Context: an optimization exercise on an open-source flow, tuned for small area, a short achievable clock period and few clock cycles. The choices shown serve that exercise and are no tape-out recipe. Where RTL was checked, it was by simulation tests only, not by an equivalence proof against the original. For run 2, only the layout was checked, not whether the RTL still works.

## flow/design.v (module list and top-level ports; edited modules follow where they fit)
// module mult: 2289 lines
// module mult_fa: 4 lines
// module mult_fa1: 4 lines
// module mult_ha: 4 lines
module mult #(parameter XLEN = 32, parameter NUM_STAGE = 4)
(
    input clock, reset,
    input start,
    input [1:0] sign,
    input [XLEN-1:0] mcand, mplier,
    output [(2*XLEN)-1:0] product,
    output logic done
);
  // ...
==> flow/flow/run.sh <==
#!/bin/bash
set -euo pipefail
bash standard.sh SETUP_SLACK_MARGIN=6.75 "BUFFER_PORTS_ARGS=-buffer_cell sky130_fd_sc_hd__buf_1" finish > flow_make.log 2>&1
==> flow/standard.sh <==
#!/bin/bash
# synth_recipe.tcl (not shown) runs the flow's synth.tcl, then flattens the netlist and writes it again
# the make line also repeats each setting of config.mk as NAME=value (left out here)
make -C /OpenROAD-flow-scripts/flow DESIGN_CONFIG=/design/flow/config.mk WORK_HOME=/design/flow/orfs CLKGATE_MAP_FILE= SYNTH_SCRIPT=/design/flow/synth_recipe.tcl "${@:-finish}"
==> flow/config.mk <==
export PLATFORM = sky130hd
export DESIGN_NAME = mult
export DESIGN_NICKNAME = mult
export VERILOG_FILES = /design/flow/design.v
export SDC_FILE = /design/flow/constraint.sdc
export NUM_CORES = 4
export LEC_CHECK = 0
export ABC_AREA = 1
export CAP_MARGIN = 20
export CORE_MARGIN = 2
export CORE_UTILIZATION = 40
export CTS_CLUSTER_DIAMETER = 100
export CTS_CLUSTER_SIZE = 20
export PLACE_DENSITY = 0.6
export SLEW_MARGIN = 20
export SYNTH_HIERARCHICAL = 1
==> flow/constraint.sdc <==
create_clock -name core_clock -period 10.0 [get_ports {clock}]
set_input_delay 2.0000 -clock core_clock [delete_from_list [all_inputs] [get_ports {clock}]]
set_output_delay 2.0000 -clock core_clock [all_outputs]
set_load 0.01 [all_outputs]
==> out/results.txt, run 1 <==
minimum clock period -> 3.27 ns
worst path required time -> 10.49 ns
total CTS buffers -> 27
multi-input gate share of total cell area -> 65.7%
Final Util -> 44.8%
Post-route DRC -> 0
Clock-cell share -> 2.42%
final estimated routing congestion in global placement -> 0.946
Routed Antenna Nets -> 0
Final Hold Fails -> 0
gr usage total -> 25.7%
WP data arrival -> 3.76 ns
largest family of logic cells by synthesized area -> adder cells
Critical path destination -> p[56]$_DFF_P_
GR Util met3 -> 9.41%
CTS root buffer -> clkbuf_16
Finished Cell Area -> 0.0353 sq mm
number of synthesized flops with an enable pin -> 0
crit path cell chain -> fa_1, fa_1, ha_2, nand2_4, nor2_4, nand2_1, nor2_1, nand2_1, nand3_4, nand2_4, nand3_4, fa_2
port bufs -> 133
wire per inst -> 26.3 microns
placed cell count -> 4073
Syn Std Cell Area -> 0.0317 sq mm
outcome -> complete, no violations
wire length on met1 -> 42200 microns
vias in the first global route -> 24600
placed instance area -> 0.0326 sq mm
Hold Path End -> vld[1]$_SDFF_PP0_
1st-iter DRT viols -> 2803
Row Count -> 103
fraction of area in registers -> 20.3%
sequential cell count -> 353
layout cells sized above 1 -> 13.4%
top routing layer used -> met5
Mapped Nets -> 3837
critical path depth -> 12
Testbench counts, summed over its fixed seeds: cycles 7,056.
==> run 2, diff against run 1 <==
--- a/flow/design.v
+++ b/flow/design.v
@@ -1759,274 +1759,130 @@
   wire kP28 = kp0[57] & kp0[56];
   wire kG29 = kg0[59] | (kp0[59] & kg0[58]);
   wire kP29 = kp0[59] & kp0[58];
   wire kG30 = kg0[61] | (kp0[61] & kg0[60]);
   wire kP30 = kp0[61] & kp0[60];
   wire kG31 = kg0[63] | (kp0[63] & kg0[62]);
   wire kP31 = kp0[63] & kp0[62];
   wire kG32 = kG1 | (kP1 & kG0);
-  wire kG33 = kG2 | (kP2 & kG1);
-  wire kP33 = kP2 & kP1;
-  wire kG34 = kG3 | (kP3 & kG2);
-  wire kP34 = kP3 & kP2;
-  wire kG35 = kG4 | (kP4 & kG3);
-  wire kP35 = kP4 & kP3;
-  wire kG36 = kG5 | (kP5 & kG4);
-  wire kP36 = kP5 & kP4;
-  wire kG37 = kG6 | (kP6 & kG5);
-  wire kP37 = kP6 & kP5;
-  wire kG38 = kG7 | (kP7 & kG6);
-  wire kP38 = kP7 & kP6;
-  wire kG39 = kG8 | (kP8 & kG7);
-  wire kP39 = kP8 & kP7;
-  wire kG40 = kG9 | (kP9 & kG8);
-  wire kP40 = kP9 & kP8;
-  wire kG41 = kG10 | (kP10 & kG9);
-  wire kP41 = kP10 & kP9;
-  wire kG42 = kG11 | (kP11 & kG10);
-  wire kP42 = kP11 & kP10;
-  wire kG43 = kG12 | (kP12 & kG11);
-  wire kP43 = kP12 & kP11;
-  wire kG44 = kG13 | (kP13 & kG12);
-  wire kP44 = kP13 & kP12;
-  wire kG45 = kG14 | (kP14 & kG13);
-  wire kP45 = kP14 & kP13;
-  wire kG46 = kG15 | (kP15 & kG14);
-  wire kP46 = kP15 & kP14;
-  wire kG47 = kG16 | (kP16 & kG15);
-  wire kP47 = kP16 & kP15;
-  wire kG48 = kG17 | (kP17 & kG16);
-  wire kP48 = kP17 & kP16;
-  wire kG49 = kG18 | (kP18 & kG17);
-  wire kP49 = kP18 & kP17;
-  wire kG50 = kG19 | (kP19 & kG18);
-  wire kP50 = kP19 & kP18;
-  wire kG51 = kG20 | (kP20 & kG19);
-  wire kP51 = kP20 & kP19;
-  wire kG52 = kG21 | (kP21 & kG20);
-  wire kP52 = kP21 & kP20;
-  wire kG53 = kG22 | (kP22 & kG21);
-  wire kP53 = kP22 & kP21;
-  wire kG54 = kG23 | (kP23 & kG22);
-  wire kP54 = kP23 & kP22;
-  wire kG55 = kG24 | (kP24 & kG23);
-  wire kP55 = kP24 & kP23;
-  wire kG56 = kG25 | (kP25 & kG24);
-  wire kP56 = kP25 & kP24;
-  wire kG57 = kG26 | (kP26 & kG25);
-  wire kP57 = kP26 & kP25;
-  wire kG58 = kG27 | (kP27 & kG26);
-  wire kP58 = kP27 & kP26;
-  wire kG59 = kG28 | (kP28 & kG27);
-  wire kP59 = kP28 & kP27;
-  wire kG60 = kG29 | (kP29 & kG28);
-  wire kP60 = kP29 & kP28;
-  wire kG61 = kG30 | (kP30 & kG29);
-  wire kP61 = kP30 & kP29;
-  wire kG62 = kG31 | (kP31 & kG30);
-  wire kP62 = kP31 & kP30;
-  wire kG63 = kG33 | (kP33 & kG0);
-  wire kG64 = kG34 | (kP34 & kG32);
-  wire kG65 = kG35 | (kP35 & kG33);
-  wire kP65 = kP35 & kP33;
-  wire kG66 = kG36 | (kP36 & kG34);
-  wire kP66 = kP36 & kP34;
-  wire kG67 = kG37 | (kP37 & kG35);
-  wire kP67 = kP37 & kP35;
-  wire kG68 = kG38 | (kP38 & kG36);
-  wire kP68 = kP38 & kP36;
-  wire kG69 = kG39 | (kP39 & kG37);
-  wire kP69 = kP39 & kP37;
-  wire kG70 = kG40 | (kP40 & kG38);
-  wire kP70 = kP40 & kP38;
-  wire kG71 = kG41 | (kP41 & kG39);
-  wire kP71 = kP41 & kP39;
-  wire kG72 = kG42 | (kP42 & kG40);
-  wire kP72 = kP42 & kP40;
-  wire kG73 = kG43 | (kP43 & kG41);
-  wire kP73 = kP43 & kP41;
-  wire kG74 = kG44 | (kP44 & kG42);
-  wire kP74 = kP44 & kP42;
-  wire kG75 = kG45 | (kP45 & kG43);
-  wire kP75 = kP45 & kP43;
-  wire kG76 = kG46 | (kP46 & kG44);
-  wire kP76 = kP46 & kP44;
-  wire kG77 = kG47 | (kP47 & kG45);
-  wire kP77 = kP47 & kP45;
-  wire kG78 = kG48 | (kP48 & kG46);
-  wire kP78 = kP48 & kP46;
-  wire kG79 = kG49 | (kP49 & kG47);
-  wire kP79 = kP49 & kP47;
-  wire kG80 = kG50 | (kP50 & kG48);
-  wire kP80 = kP50 & kP48;
-  wire kG81 = kG51 | (kP51 & kG49);
-  wire kP81 = kP51 & kP49;
-  wire kG82 = kG52 | (kP52 & kG50);
-  wire kP82 = kP52 & kP50;
-  wire kG83 = kG53 | (kP53 & kG51);
-  wire kP83 = kP53 & kP51;
-  wire kG84 = kG54 | (kP54 & kG52);
-  wire kP84 = kP54 & kP52;
-  wire kG85 = kG55 | (kP55 & kG53);
-  wire kP85 = kP55 & kP53;
-  wire kG86 = kG56 | (kP56 & kG54);
-  wire kP86 = kP56 & kP54;
-  wire kG87 = kG57 | (kP57 & kG55);
-  wire kP87 = kP57 & kP55;
-  wire kG88 = kG58 | (kP58 & kG56);
-  wire kP88 = kP58 & kP56;
-  wire kG89 = kG59 | (kP59 & kG57);
-  wire kP89 = kP59 & kP57;
-  wire kG90 = kG60 | (kP60 & kG58);
-  wire kP90 = kP60 & kP58;
-  wire kG91 = kG61 | (kP61 & kG59);
-  wire kP91 = kP61 & kP59;
-  wire kG92 = kG62 | (kP62 & kG60);
-  wire kP92 = kP62 & kP60;
-  wire kG93 = kG65 | (kP65 & kG0);
-  wire kG94 = kG66 | (kP66 & kG32);
-  wire kG95 = kG67 | (kP67 & kG63);
-  wire kG96 = kG68 | (kP68 & kG64);
-  wire kG97 = kG69 | (kP69 & kG65);
-  wire kP97 = kP69 & kP65;
-  wire kG98 = kG70 | (kP70 & kG66);
-  wire kP98 = kP70 & kP66;
-  wire kG99 = kG71 | (kP71 & kG67);
-  wire kP99 = kP71 & kP67;
-  wire kG100 = kG72 | (kP72 & kG68);
-  wire kP100 = kP72 & kP68;
-  wire kG101 = kG73 | (kP73 & kG69);
-  wire kP101 = kP73 & kP69;
-  wire kG102 = kG74 | (kP74 & kG70);
-  wire kP102 = kP74 & kP70;
-  wire kG103 = kG75 | (kP75 & kG71);
-  wire kP103 = kP75 & kP71;
-  wire kG104 = kG76 | (kP76 & kG72);
-  wire kP104 = kP76 & kP72;
-  wire kG105 = kG77 | (kP77 & kG73);
-  wire kP105 = kP77 & kP73;
-  wire kG106 = kG78 | (kP78 & kG74);
-  wire kP106 = kP78 & kP74;
-  wire kG107 = kG79 | (kP79 & kG75);
-  wire kP107 = kP79 & kP75;
-  wire kG108 = kG80 | (kP80 & kG76);
-  wire kP108 = kP80 & kP76;
-  wire kG109 = kG81 | (kP81 & kG77);
-  wire kP109 = kP81 & kP77;
-  wire kG110 = kG82 | (kP82 & kG78);
-  wire kP110 = kP82 & kP78;
-  wire kG111 = kG83 | (kP83 & kG79);
-  wire kP111 = kP83 & kP79;
-  wire kG112 = kG84 | (kP84 & kG80);
-  wire kP112 = kP84 & kP80;
-  wire kG113 = kG85 | (kP85 & kG81);
-  wire kP113 = kP85 & kP81;
-  wire kG114 = kG86 | (kP86 & kG82);
-  wire kP114 = kP86 & kP82;
-  wire kG115 = kG87 | (kP87 & kG83);
-  wire kP115 = kP87 & kP83;
-  wire kG116 = kG88 | (kP88 & kG84);
-  wire kP116 = kP88 & kP84;
-  wire kG117 = kG89 | (kP89 & kG85);
-  wire kP117 = kP89 & kP85;
-  wire kG118 = kG90 | (kP90 & kG86);
-  wire kP118 = kP90 & kP86;
-  wire kG119 = kG91 | (kP91 & kG87);
-  wire kP119 = kP91 & kP87;
-  wire kG120 = kG92 | (kP92 & kG88);
-  wire kP120 = kP92 & kP88;
-  wire kG121 = kG97 | (kP97 & kG0);
-  wire kG122 = kG98 | (kP98 & kG32);
-  wire kG123 = kG99 | (kP99 & kG63);
-  wire kG124 = kG100 | (kP100 & kG64);
-  wire kG125 = kG101 | (kP101 & kG93);
-  wire kG126 = kG102 | (kP102 & kG94);
-  wire kG127 = kG103 | (kP103 & kG95);
-  wire kG128 = kG104 | (kP104 & kG96);
-  wire kG129 = kG105 | (kP105 & kG97);
-  wire kP129 = kP105 & kP97;
-  wire kG130 = kG106 | (kP106 & kG98);
-  wire kP130 = kP106 & kP98;
-  wire kG131 = kG107 | (kP107 & kG99);
-  wire kP131 = kP107 & kP99;
-  wire kG132 = kG108 | (kP108 & kG100);
-  wire kP132 = kP108 & kP100;
-  wire kG133 = kG109 | (kP109 & kG101);
-  wire kP133 = kP109 & kP101;
-  wire kG134 = kG110 | (kP110 & kG102);
-  wire kP134 = kP110 & kP102;
-  wire kG135 = kG111 | (kP111 & kG103);
-  wire kP135 = kP111 & kP103;
-  wire kG136 = kG112 | (kP112 & kG104);
-  wire kP136 = kP112 & kP104;
-  wire kG137 = kG113 | (kP113 & kG105);
-  wire kP137 = kP113 & kP105;
-  wire kG138 = kG114 | (kP114 & kG106);
-  wire kP138 = kP114 & kP106;
-  wire kG139 = kG115 | (kP115 & kG107);
-  wire kP139 = kP115 & kP107;
-  wire kG140 = kG116 | (kP116 & kG108);
-  wire kP140 = kP116 & kP108;
-  wire kG141 = kG117 | (kP117 & kG109);
-  wire kP141 = kP117 & kP109;
-  wire kG142 = kG118 | (kP118 & kG110);
-  wire kP142 = kP118 & kP110;
-  wire kG143 = kG119 | (kP119 & kG111);
-  wire kP143 = kP119 & kP111;
-  wire kG144 = kG120 | (kP120 & kG112);
-  wire kP144 = kP120 & kP112;
-  wire kG145 = kG129 | (kP129 & kG0);
-  wire kG146 = kG130 | (kP130 & kG32);
-  wire kG147 = kG131 | (kP131 & kG63);
-  wire kG148 = kG132 | (kP132 & kG64);
-  wire kG149 = kG133 | (kP133 & kG93);
-  wire kG150 = kG134 | (kP134 & kG94);
-  wire kG151 = kG135 | (kP135 & kG95);
-  wire kG152 = kG136 | (kP136 & kG96);
-  wire kG153 = kG137 | (kP137 & kG121);
-  wire kG154 = kG138 | (kP138 & kG122);
-  wire kG155 = kG139 | (kP139 & kG123);
-  wire kG156 = kG140 | (kP140 & kG124);
-  wire kG157 = kG141 | (kP141 & kG125);
-  wire kG158 = kG142 | (kP142 & kG126);
-  wire kG159 = kG143 | (kP143 & kG127);
-  wire kG160 = kG144 | (kP144 & kG128);
-  wire kG161 = kg0[2] | (kp0[2] & kG0);
-  wire kG162 = kg0[4] | (kp0[4] & kG32);
-  wire kG163 = kg0[6] | (kp0[6] & kG63);
-  wire kG164 = kg0[8] | (kp0[8] & kG64);
-  wire kG165 = kg0[10] | (kp0[10] & kG93);
-  wire kG166 = kg0[12] | (kp0[12] & kG94);
-  wire kG167 = kg0[14] | (kp0[14] & kG95);
-  wire kG168 = kg0[16] | (kp0[16] & kG96);
-  wire kG169 = kg0[18] | (kp0[18] & kG121);
-  wire kG170 = kg0[20] | (kp0[20] & kG122);
-  wire kG171 = kg0[22] | (kp0[22] & kG123);
-  wire kG172 = kg0[24] | (kp0[24] & kG124);
-  wire kG173 = kg0[26] | (kp0[26] & kG125);
-  wire kG174 = kg0[28] | (kp0[28] & kG126);
-  wire kG175 = kg0[30] | (kp0[30] & kG127);
-  wire kG176 = kg0[32] | (kp0[32] & kG128);
-  wire kG177 = kg0[34] | (kp0[34] & kG145);
-  wire kG178 = kg0[36] | (kp0[36] & kG146);
-  wire kG179 = kg0[38] | (kp0[38] & kG147);
-  wire kG180 = kg0[40] | (kp0[40] & kG148);
-  wire kG181 = kg0[42] | (kp0[42] & kG149);
-  wire kG182 = kg0[44] | (kp0[44] & kG150);
-  wire kG183 = kg0[46] | (kp0[46] & kG151);
-  wire kG184 = kg0[48] | (kp0[48] & kG152);
-  wire kG185 = kg0[50] | (kp0[50] & kG153);
-  wire kG186 = kg0[52] | (kp0[52] & kG154);
-  wire kG187 = kg0[54] | (kp0[54] & kG155);
-  wire kG188 = kg0[56] | (kp0[56] & kG156);
-  wire kG189 = kg0[58] | (kp0[58] & kG157);
-  wire kG190 = kg0[60] | (kp0[60] & kG158);
-  wire kG191 = kg0[62] | (kp0[62] & kG159);
-  assign sum = {kp0[63] ^ kG191, kp0[62] ^ kG159, kp0[61] ^ kG190, kp0[60] ^ kG158, kp0[59] ^ kG189, kp0[58] ^ kG157, kp0[57] ^ kG188, kp0[56] ^ kG156, kp0[55] ^ kG187, kp0[54] ^ kG155, kp0[53] ^ kG186, kp0[52] ^ kG154, kp0[51] ^ kG185, kp0[50] ^ kG153, kp0[49] ^ kG184, kp0[48] ^ kG152, kp0[47] ^ kG183, kp0[46] ^ kG151, kp0[45] ^ kG182, kp0[44] ^ kG150, kp0[43] ^ kG181, kp0[42] ^ kG149, kp0[41] ^ kG180, kp0[40] ^ kG148, kp0[39] ^ kG179, kp0[38] ^ kG147, kp0[37] ^ kG178, kp0[36] ^ kG146, kp0[35] ^ kG177, kp0[34] ^ kG145, kp0[33] ^ kG176, kp0[32] ^ kG128, kp0[31] ^ kG175, kp0[30] ^ kG127, kp0[29] ^ kG174, kp0[28] ^ kG126, kp0[27] ^ kG173, kp0[26] ^ kG125, kp0[25] ^ kG172, kp0[24] ^ kG124, kp0[23] ^ kG171, kp0[22] ^ kG123, kp0[21] ^ kG170, kp0[20] ^ kG122, kp0[19] ^ kG169, kp0[18] ^ kG121, kp0[17] ^ kG168, kp0[16] ^ kG96, kp0[15] ^ kG167, kp0[14] ^ kG95, kp0[13] ^ kG166, kp0[12] ^ kG94, kp0[11] ^ kG165, kp0[10] ^ kG93, kp0[9] ^ kG164, kp0[8] ^ kG64, kp0[7] ^ kG163, kp0[6] ^ kG63, kp0[5] ^ kG162, kp0[4] ^ kG32, kp0[3] ^ kG161, kp0[2] ^ kG0, kp0[1] ^ kg0[0], kp0[0]};
+  wire kG33 = kG3 | (kP3 & kG2);
+  wire kP33 = kP3 & kP2;
+  wire kG34 = kG5 | (kP5 & kG4);
+  wire kP34 = kP5 & kP4;
+  wire kG35 = kG7 | (kP7 & kG6);
+  wire kP35 = kP7 & kP6;
+  wire kG36 = kG9 | (kP9 & kG8);
+  wire kP36 = kP9 & kP8;
+  wire kG37 = kG11 | (kP11 & kG10);
+  wire kP37 = kP11 & kP10;
+  wire kG38 = kG13 | (kP13 & kG12);
+  wire kP38 = kP13 & kP12;
+  wire kG39 = kG15 | (kP15 & kG14);
+  wire kP39 = kP15 & kP14;
+  wire kG40 = kG17 | (kP17 & kG16);
+  wire kP40 = kP17 & kP16;
+  wire kG41 = kG19 | (kP19 & kG18);
+  wire kP41 = kP19 & kP18;
+  wire kG42 = kG21 | (kP21 & kG20);
+  wire kP42 = kP21 & kP20;
+  wire kG43 = kG23 | (kP23 & kG22);
+  wire kP43 = kP23 & kP22;
+  wire kG44 = kG25 | (kP25 & kG24);
+  wire kP44 = kP25 & kP24;
+  wire kG45 = kG27 | (kP27 & kG26);
+  wire kP45 = kP27 & kP26;
+  wire kG46 = kG29 | (kP29 & kG28);
+  wire kP46 = kP29 & kP28;
+  wire kG47 = kG31 | (kP31 & kG30);
+  wire kP47 = kP31 & kP30;
+  wire kG48 = kG33 | (kP33 & kG32);
+  wire kG49 = kG35 | (kP35 & kG34);
+  wire kP49 = kP35 & kP34;
+  wire kG50 = kG37 | (kP37 & kG36);
+  wire kP50 = kP37 & kP36;
+  wire kG51 = kG39 | (kP39 & kG38);
+  wire kP51 = kP39 & kP38;
+  wire kG52 = kG41 | (kP41 & kG40);
+  wire kP52 = kP41 & kP40;
+  wire kG53 = kG43 | (kP43 & kG42);
+  wire kP53 = kP43 & kP42;
+  wire kG54 = kG45 | (kP45 & kG44);
+  wire kP54 = kP45 & kP44;
+  wire kG55 = kG47 | (kP47 & kG46);
+  wire kP55 = kP47 & kP46;
+  wire kG56 = kG49 | (kP49 & kG48);
+  wire kG57 = kG51 | (kP51 & kG50);
+  wire kP57 = kP51 & kP50;
+  wire kG58 = kG53 | (kP53 & kG52);
+  wire kP58 = kP53 & kP52;
+  wire kG59 = kG55 | (kP55 & kG54);
+  wire kP59 = kP55 & kP54;
+  wire kG60 = kG57 | (kP57 & kG56);
+  wire kG61 = kG59 | (kP59 & kG58);
+  wire kP61 = kP59 & kP58;
+  wire kG62 = kG61 | (kP61 & kG60);
+  wire kG63 = kG58 | (kP58 & kG60);
+  wire kG64 = kG50 | (kP50 & kG56);
+  wire kG65 = kG52 | (kP52 & kG60);
+  wire kG66 = kG54 | (kP54 & kG63);
+  wire kG67 = kG34 | (kP34 & kG48);
+  wire kG68 = kG36 | (kP36 & kG56);
+  wire kG69 = kG38 | (kP38 & kG64);
+  wire kG70 = kG40 | (kP40 & kG60);
+  wire kG71 = kG42 | (kP42 & kG65);
+  wire kG72 = kG44 | (kP44 & kG63);
+  wire kG73 = kG46 | (kP46 & kG66);
+  wire kG74 = kG2 | (kP2 & kG32);
+  wire kG75 = kG4 | (kP4 & kG48);
+  wire kG76 = kG6 | (kP6 & kG67);
+  wire kG77 = kG8 | (kP8 & kG56);
+  wire kG78 = kG10 | (kP10 & kG68);
+  wire kG79 = kG12 | (kP12 & kG64);
+  wire kG80 = kG14 | (kP14 & kG69);
+  wire kG81 = kG16 | (kP16 & kG60);
+  wire kG82 = kG18 | (kP18 & kG70);
+  wire kG83 = kG20 | (kP20 & kG65);
+  wire kG84 = kG22 | (kP22 & kG71);
+  wire kG85 = kG24 | (kP24 & kG63);
+  wire kG86 = kG26 | (kP26 & kG72);
+  wire kG87 = kG28 | (kP28 & kG66);
+  wire kG88 = kG30 | (kP30 & kG73);
+  wire kG89 = kg0[2] | (kp0[2] & kG0);
+  wire kG90 = kg0[4] | (kp0[4] & kG32);
+  wire kG91 = kg0[6] | (kp0[6] & kG74);
+  wire kG92 = kg0[8] | (kp0[8] & kG48);
+  wire kG93 = kg0[10] | (kp0[10] & kG75);
+  wire kG94 = kg0[12] | (kp0[12] & kG67);
+  wire kG95 = kg0[14] | (kp0[14] & kG76);
+  wire kG96 = kg0[16] | (kp0[16] & kG56);
+  wire kG97 = kg0[18] | (kp0[18] & kG77);
+  wire kG98 = kg0[20] | (kp0[20] & kG68);
+  wire kG99 = kg0[22] | (kp0[22] & kG78);
+  wire kG100 = kg0[24] | (kp0[24] & kG64);
+  wire kG101 = kg0[26] | (kp0[26] & kG79);
+  wire kG102 = kg0[28] | (kp0[28] & kG69);
+  wire kG103 = kg0[30] | (kp0[30] & kG80);
+  wire kG104 = kg0[32] | (kp0[32] & kG60);
+  wire kG105 = kg0[34] | (kp0[34] & kG81);
+  wire kG106 = kg0[36] | (kp0[36] & kG70);
+  wire kG107 = kg0[38] | (kp0[38] & kG82);
+  wire kG108 = kg0[40] | (kp0[40] & kG65);
+  wire kG109 = kg0[42] | (kp0[42] & kG83);
+  wire kG110 = kg0[44] | (kp0[44] & kG71);
+  wire kG111 = kg0[46] | (kp0[46] & kG84);
+  wire kG112 = kg0[48] | (kp0[48] & kG63);
+  wire kG113 = kg0[50] | (kp0[50] & kG85);
+  wire kG114 = kg0[52] | (kp0[52] & kG72);
+  wire kG115 = kg0[54] | (kp0[54] & kG86);
+  wire kG116 = kg0[56] | (kp0[56] & kG66);
+  wire kG117 = kg0[58] | (kp0[58] & kG87);
+  wire kG118 = kg0[60] | (kp0[60] & kG73);
+  wire kG119 = kg0[62] | (kp0[62] & kG88);
+  assign sum = {kp0[63] ^ kG119, kp0[62] ^ kG88, kp0[61] ^ kG118, kp0[60] ^ kG73, kp0[59] ^ kG117, kp0[58] ^ kG87, kp0[57] ^ kG116, kp0[56] ^ kG66, kp0[55] ^ kG115, kp0[54] ^ kG86, kp0[53] ^ kG114, kp0[52] ^ kG72, kp0[51] ^ kG113, kp0[50] ^ kG85, kp0[49] ^ kG112, kp0[48] ^ kG63, kp0[47] ^ kG111, kp0[46] ^ kG84, kp0[45] ^ kG110, kp0[44] ^ kG71, kp0[43] ^ kG109, kp0[42] ^ kG83, kp0[41] ^ kG108, kp0[40] ^ kG65, kp0[39] ^ kG107, kp0[38] ^ kG82, kp0[37] ^ kG106, kp0[36] ^ kG70, kp0[35] ^ kG105, kp0[34] ^ kG81, kp0[33] ^ kG104, kp0[32] ^ kG60, kp0[31] ^ kG103, kp0[30] ^ kG80, kp0[29] ^ kG102, kp0[28] ^ kG69, kp0[27] ^ kG101, kp0[26] ^ kG79, kp0[25] ^ kG100, kp0[24] ^ kG64, kp0[23] ^ kG99, kp0[22] ^ kG78, kp0[21] ^ kG98, kp0[20] ^ kG68, kp0[19] ^ kG97, kp0[18] ^ kG77, kp0[17] ^ kG96, kp0[16] ^ kG56, kp0[15] ^ kG95, kp0[14] ^ kG76, kp0[13] ^ kG94, kp0[12] ^ kG67, kp0[11] ^ kG93, kp0[10] ^ kG75, kp0[9] ^ kG92, kp0[8] ^ kG48, kp0[7] ^ kG91, kp0[6] ^ kG74, kp0[5] ^ kG90, kp0[4] ^ kG32, kp0[3] ^ kG89, kp0[2] ^ kG0, kp0[1] ^ kg0[0], kp0[0]};
     always_ff @(posedge clock) begin
         nar <= ~a;
         none[0] <= ~one0_d;
         ntwo[0] <= ~two0_d;
         neg[0] <= neg0_d;
         none[1] <= ~one1_d;
         ntwo[1] <= ~two1_d;
         neg[1] <= neg1_d;
==> run 2 against run 1 <==
Net effect: still clean on timing, DRC and antenna; via count decreased by 4.0%; register-to-register slack got worse by 0.21 ns; fmax decreased by 6.1%; clock-buffer cell count decreased by 2; non-clock buffer count increased by 19; cell count decreased by 8.3%; worst setup slack got worse by 0.21 ns; sequential share of layout area increased by 0.93 points; global-route usage decreased by 0.94 points; worst hold slack improved by 0.0014 ns; critical endpoint is now p[59]$_DFF_P_; largest cell class unchanged.
==> out/results.txt, run 2 <==
outcome -> complete, no violations (unchanged)
Top cell by count, worst path -> nand2_4
placed wire-length estimate -> 60800 microns (was 68900 microns)
slowest stage cell, crit path -> fa_1 (unchanged)
CP max FO -> 5 (was 4)
max FFs per register -> 203 (unchanged)
Fin Setup TNS -> 0 ns (unchanged)
sequential area share after synthesis -> 23.3% (was 22.3%)
core footprint -> 0.0748 sq mm (was 0.0787 sq mm)
vias per cell -> 6.03 (was 5.76)
synth top area cells -> fa_1, dfxtp_1, xor2_1, o22ai_1, ha_1 (unchanged)
R2R Setup Slk -> 6.52 ns (was 6.73 ns)
fin crit share -> 34.8% (was 32.7%)
Critical path destination -> p[59]$_DFF_P_ (was p[56]$_DFF_P_)
worst slew pin tran -> 0.708 ns (was 0.702 ns)
Largest Register -> t4 (unchanged)
most frequent cell after synthesis -> xor2_1 (unchanged)
CP top delay family -> adder cells (unchanged)
Detailed Route WL -> 101000 microns (was 109000 microns)
Pre-antenna DRT Iters -> 6 (was 7)
Synth Instances -> 2868 (was 3154)
Final Max Slew Viols -> 0 (unchanged)
Syn Std Cell Area -> 0.0303 sq mm (was 0.0317 sq mm)
num ports -> 134 (unchanged)
clk sinks -> 353 (unchanged)
H-tree depth -> 1 (unchanged)
Area growth, synth to finish -> 11.5% (was 11.3%)
max frequency -> 0.287 GHz (was 0.306 GHz)
CTS Hold Bufs -> 0 (unchanged)
Synth Flop Type -> dfxtp_1 (unchanged)
1st-iter DRT viols -> 2419 (was 2803)
fillcell total -> 6861 (was 7242)
crit path cell chain -> fa_1, fa_1, ha_4, nand2_1, nand2_1, a21oi_2, nand2_2, a21oi_4, nand2_8, nand2_4, nand2_8, nand2_4, nand2_4, inv_4, o21ai_2, fa_2, xor2_1 (was fa_1, fa_1, ha_2, nand2_4, nor2_4, nand2_1, nor2_1, nand2_1, nand3_4, nand2_4, nand3_4, fa_2)
initial antenna violation count -> 4 (was 1)
critical path depth -> 17 (was 12)
layout cells sized above 1 -> 11.7% (was 13.4%)
number of synthesis warnings -> 7 (unchanged)
biggest regs -> t4 (203), p (64), nar (33) (unchanged)
number of synthesized flops with an enable pin -> 0 (unchanged)
worst skew pair latency -> 0.60 ns (was 0.61 ns)
Final Hold Fails -> 0 (unchanged)
pin count of the biggest net entering global routing -> 36 (unchanged)
R2R Path End -> p[59]$_DFF_P_ (was p[56]$_DFF_P_)
final estimated routing congestion in global placement -> 0.906 (was 0.946)
total CTS buffers -> 25 (was 27)
Crit. End Element -> flip-flop (unchanged)
routed via count -> 22900 (was 23900)
cell taking the most area after synthesis -> fa_1 (unchanged)
GRT overflow -> 0 (unchanged)
DIE AREA -> 0.0781 sq mm (was 0.0815 sq mm)
Chip Width -> 279 microns (was 285 microns)
commonest non-fill, non-tap cell in the layout -> xor2_1 (unchanged)
Rel. slew slack -> 52.8% (was 53.2%)
Post-route DRC -> 0 (unchanged)
Unique masters post-synth -> 34 (was 30)
setup ws final -> 6.52 ns (was 6.73 ns)
first-pass GRT wire length -> 149000 microns (was 158000 microns)
RSZ-0062 raised after global routing -> true (unchanged)
Hold WC Path Type -> reg2reg (unchanged)
TritonCTS clock tree -> built (unchanged)
WP data arrival -> 3.95 ns (was 3.76 ns)
worst path bufs/invs -> 1 (was 0)
Max-Cap Viols -> 0 (unchanged)
Mapped Nets -> 3551 (was 3837)
most common library cells after synthesis -> xor2_1, o22ai_1, fa_1 (unchanged)
Die Y -> 279 microns (was 285 microns)
Max clock buf depth -> 3 (unchanged)
worst path required time -> 10.47 ns (was 10.49 ns)
starting density of the core -> 40.6% (was 40.2%)
Worst Reg-to-Reg Cells -> 17 (was 12)
final net count -> 3502 (was 3771)
minimum clock period -> 3.48 ns (was 3.27 ns)
flops & latches, synth -> 353 (unchanged)
most frequent cells in the layout -> xor2_1, o22ai_1, fa_1, dfxtp_1, inv_1 (unchanged)
endpoints failing setup -> 0 (unchanged)
Routed Antenna Nets -> 0 (unchanged)
Setup crit start -> t4[64]$_DFF_P_ (was t4[72]$_DFF_P_)
Post-synth ARST share -> 0% (unchanged)
vias in the first global route -> 24900 (was 24600)
r2r startpoint -> t4[64]$_DFF_P_ (was t4[72]$_DFF_P_)
share of the synthesized area in the top cell type -> 32.9% (was 31.5%)
CTS root buffer -> clkbuf_16 (unchanged)
CP Class -> reg2reg (unchanged)
DP Worst Slack -> 6.22 ns (was 6.38 ns)
clk slew on worst S/H paths -> 0.09 ns (was 0.08 ns)
gr usage total -> 24.8% (was 25.7%)
Crit path largest cell delay -> 0.57 ns (was 0.55 ns)
Worst setup SP type -> flip-flop (unchanged)
wire per inst -> 26.5 microns (was 26.3 microns)
syn avg cell area -> 10.6 sq um (was 10.0 sq um)
Row Count -> 100 (was 103)
port bufs -> 133 (unchanged)
clk_skew -> 0.0476 ns (was 0.0233 ns)
## run 2: timing repair
action | 4_1_cts | 5_1_grt
pin swaps | 11 | 34
setup endpoints to repair | 122 | 75
resized for setup | 137 | 138
buffers inserted | 25 | 30
## run 2: routing by layer
metal / vias up / wire length, microns / track usage [%]
met1: 11400 / 36600 / 31.0
met2: 1711 / 45600 / 39.3
met5: - / 0 / 0
met3: 433 / 13000 / 7.17
met4: 0 / 5550 / 12.2
li1: 9342 / - / -
## run 2: cell families (layout without fill, tap and decap cells)
logic type      count (synthesis)  after routing  synth area share (%)
simple gates                  208            208                  2.83
flops                         353            353                  23.3
buf+inv                       485            447                  6.21
fa+ha+maj                     614            614                  37.6
other cells                     0              3                     0
compound gates                585            585                  12.0
xor+xnor                      623            623                  18.0
## run 2: through the flow
step / hold slack (ns) / util [%] / cells / cell area, sq um
floorplan: 0.329 / - / 2868 / 30300
global placement: 0.389 / 41.8 / 3706 / 31300
detailed placement: 0.396 / 41.8 / 3706 / 31300
CTS: 0.408 / 44.0 / 3769 / 32900
global route: 0.435 / 45.2 / 3800 / 33800
finish: 0.405 / 45.2 / 3802 / 33800
## run 2: worst min-delay path by stage
stage,depth (start not counted),to,startpoint
floorplan,0,t4[1]$_DFF_P_,neg[0]$_DFF_P_
global placement,2,vld[2]$_SDFF_PP0_,vld[1]$_SDFF_PP0_
detailed placement,2,vld[2]$_SDFF_PP0_,vld[1]$_SDFF_PP0_
CTS,2,vld[2]$_SDFF_PP0_,vld[1]$_SDFF_PP0_
global route,2,vld[1]$_SDFF_PP0_,vld[0]$_SDFF_PP0_
finish,2,vld[2]$_SDFF_PP0_,vld[1]$_SDFF_PP0_
## run 2: tightest hold or removal path, stage by stage (launching register included)
cell     delay [ns]
dfxtp_1        0.30
inv_1          0.04
nor2_1         0.03
## run 2: layout make-up
type | count | area, sq um | area share [%]
Antenna cell | 3 | 7.51 | 0.0222
Clock buffer | 28 | 637 | 1.88
Clock inverter | 10 | 136 | 0.403
Inverter | 155 | 587 | 1.73
Multi-Input combinational cell | 2030 | 22000 | 65.1
Sequential cell | 353 | 7190 | 21.2
Tap cell | 969 | 1210 | 3.58
Timing Repair Buffer | 254 | 2060 | 6.08
## run 2: Yosys stat by module, one instance, submodules excluded
module	times used	cells	flip-flops and latches
mult	1	2277	353
mult_ha	39	1	0
mult_fa	472	1	0
mult_fa1	16	5	0

-- what the ideal ports hide --
The flow's constraints put no driver on any port. The routed layouts listed below were extracted and timed again, unchanged, in two steps. Step 1 assumes that a clkbuf_16 drives the clock port and a buf_2 every other input. Step 2 adds t to the input delays and takes it off the output delays; t is the mean of the earliest and latest rising clock arrival at the registers after step 1. Input paths then give back, and output paths get back, about the clock's delay inside the block. Slacks: ideal / step 1 / step 2; pairs: ideal / step 1.
| run | t, ns | setup WS [ns] | hold slack, ns | worst setup path after step 2 |
|---|---|---|---|---|
| run 1 | 0.666 | 6.729 / 6.729 / 6.729 | 0.403 / 0.403 / 0.403 | register to register |
| run 2 | 0.639 | 6.518 / 6.518 / 6.518 | 0.405 / 0.405 / 0.405 | register to register |
After both steps every run listed still meets setup and hold.
